This is an optimization exercise on Yosys and OpenROAD, whose aim is small area, a short achievable clock period and few clock cycles per item, not a production implementation.
In this exercise RTL edits were held to simulation tests only and were not proved equivalent to the original.
No activity file was given, so power comes from the tool's default toggle rates.

## red
## conv_top
module conv_top(clk, rst, start, image, filter, ready, result);
  input clk, rst, start;
  input [127:0] image;
  input [71:0] filter;
  output ready;
  output [31:0] result;
  reg [119:0] st_q;
  wire t0_g0 = filter[1] & filter[0];
  wire t0_p7;
  xor_cell ut0_p7(.a(filter[1]), .b(filter[0]), .y(t0_p7));
  wire t0_g1 = filter[2] & filter[1];
  wire t0_p8;
  xor_cell ut0_p8(.a(filter[2]), .b(filter[1]), .y(t0_p8));
  wire t0_g2 = filter[3] & filter[2];
  wire t0_p9;
  xor_cell ut0_p9(.a(filter[3]), .b(filter[2]), .y(t0_p9));
  wire t0_g3 = filter[4] & filter[3];
  wire t0_p10;
  xor_cell ut0_p10(.a(filter[4]), .b(filter[3]), .y(t0_p10));
  wire t0_g4 = filter[5] & filter[4];
  wire t0_p11;
  xor_cell ut0_p11(.a(filter[5]), .b(filter[4]), .y(t0_p11));
  wire t0_g5 = filter[6] & filter[5];
  wire t0_p12;
  xor_cell ut0_p12(.a(filter[6]), .b(filter[5]), .y(t0_p12));
  wire t0_g6 = filter[7] & filter[6];
  wire t0_p13;
  xor_cell ut0_p13(.a(filter[7]), .b(filter[6]), .y(t0_p13));
  wire ao16;
  ...
Size in the first run: ~2100 cells after synthesis, about 240 I/O pins, roughly 25000 µm² of cells after synthesis.
==> flow/config.mk <==
export PLATFORM = sky130hd
export DESIGN_NAME = conv_top
export DESIGN_NICKNAME = conv_top
export VERILOG_FILES = /design/flow/design.v
export SDC_FILE = /design/flow/constraint.sdc
export NUM_CORES = 4
export LEC_CHECK = 0
export CAP_MARGIN = 20
export CELL_PAD_IN_SITES_GLOBAL_PLACEMENT = 1
export CORE_MARGIN = 2
export CORE_UTILIZATION = 35
export GPL_TIMING_DRIVEN = 0
export PLACE_DENSITY = 0.5
export SETUP_SLACK_MARGIN = 2.5
export SLEW_MARGIN = 20
export SYNTH_HIERARCHICAL = 1
==> flow/constraint.sdc <==
create_clock -name core_clock -period 7.0 [get_ports {clk}]
set_input_delay 1.4000 -clock core_clock [delete_from_list [all_inputs] [get_ports {clk}]]
set_output_delay 1.4000 -clock core_clock [all_outputs]
set_load 0.01 [all_outputs]
standard.sh (not shown) runs the stock make flow with config.mk's settings and CLKGATE_MAP_FILE= SYNTH_SCRIPT=/design/flow/synth_recipe.tcl, a recipe that flattens the netlist after the stock synthesis.
==> flow/flow/run.sh <==
#!/bin/bash
# Own flow: the standard layout (standard.sh), except that the port
# buffers use sky130_fd_sc_hd__buf_2 instead of the resizer's default delay
# buffer. Every input and output port still gets its own buffer.
set -euo pipefail
export BUFFER_PORTS_ARGS="-buffer_cell sky130_fd_sc_hd__buf_2"
bash standard.sh > standard.log 2>&1
Having completed the whole flow, red delivered a layout that passed the timing, design-rule and antenna checks.
Testbench counts of red, summed over its fixed seeds: cycles 1,024, items 1,024.
#### Input delta (blue over red)
# red
export LEC_CHECK = 0
export CAP_MARGIN = 20
export CELL_PAD_IN_SITES_GLOBAL_PLACEMENT = 1
export CORE_MARGIN = 2
export CORE_UTILIZATION = 35
export GPL_TIMING_DRIVEN = 0
export PLACE_DENSITY = 0.5
export SETUP_SLACK_MARGIN = 2.5
export SLEW_MARGIN = 20
export SYNTH_HIERARCHICAL = 1
create_clock -name core_clock -period 7.0 [get_ports {clk}]
# blue
export LEC_CHECK = 0
export CAP_MARGIN = 20
export CELL_PAD_IN_SITES_GLOBAL_PLACEMENT = 1
export CORE_MARGIN = 2
export CORE_UTILIZATION = 35
export GPL_TIMING_DRIVEN = 0
export PLACE_DENSITY = 0.5
export SETUP_SLACK_MARGIN = 2.0
export SLEW_MARGIN = 20
export SYNTH_HIERARCHICAL = 1
create_clock -name core_clock -period 7.0 [get_ports {clk}]
==> flow/run.sh (new file) <==
#!/bin/bash
# synth_recipe.tcl (not shown) runs the flow's synth.tcl, then flattens the netlist and writes it again
# the make line also repeats each setting of config.mk as NAME=value (left out here)
make -C /OpenROAD-flow-scripts/flow DESIGN_CONFIG=/design/flow/config.mk WORK_HOME=/design/flow/orfs CLKGATE_MAP_FILE= SYNTH_SCRIPT=/design/flow/synth_recipe.tcl finish
removed: flow/flow/run.sh
removed: flow/standard.sh
==> comparison <==
- red has higher global-route total usage across every layer than blue.
- Compared with red, in blue final-layout worst hold slack shows an increase of 0.37 ns, total wirelength of the detailed-routed design shows a reduction of about 6.4%, number of inserted filler cells in the final layout shows an increase of 60, combinational share of power shows a reduction of 1.3 points.
- On maximum clock frequency, red beats blue.
- Non-clock buffer count went down by more than 10% going from red to blue.
- Number of instances in the placed design, blue vs red: up slightly
- In the tables for red and blue, reported clock group power reads higher with blue.

[static timing again, ports no longer ideal]
The results above use ideal ports. As a check the final layouts listed here were re-extracted and re-timed, cells and wires unchanged.
Step 1, drivers: a clkbuf_16 drives clk and a buf_2 each remaining input, both assumed.
Step 2 also shifts input and output timing later by t, the mid clock arrival at the registers, as if the neighbouring blocks saw the same clock.
Three values: ideal ports, drivers, drivers and shift; two values: the first two.
| run | t (ns) | slack for setup (ns) | hold slack, ns | latest minus earliest clock arrival (ns) | cell pins on the clock port's net |
|---|---|---|---|---|---|
| red | 0.556 | 1.906 / 1.800 / 1.244 | 1.316 / 1.280 / 1.836 | 0.018 / 0.018 | 1 |
| blue | 0.556 | 1.834 / 1.865 / 1.308 | 1.685 / 1.643 / 2.199 | 0.018 / 0.017 | 1 |
After both steps setup and hold are still met in every run listed. For red, which loses most, drivers alone change the setup slack by -0.106 ns; drivers and shift together by -0.662 ns.
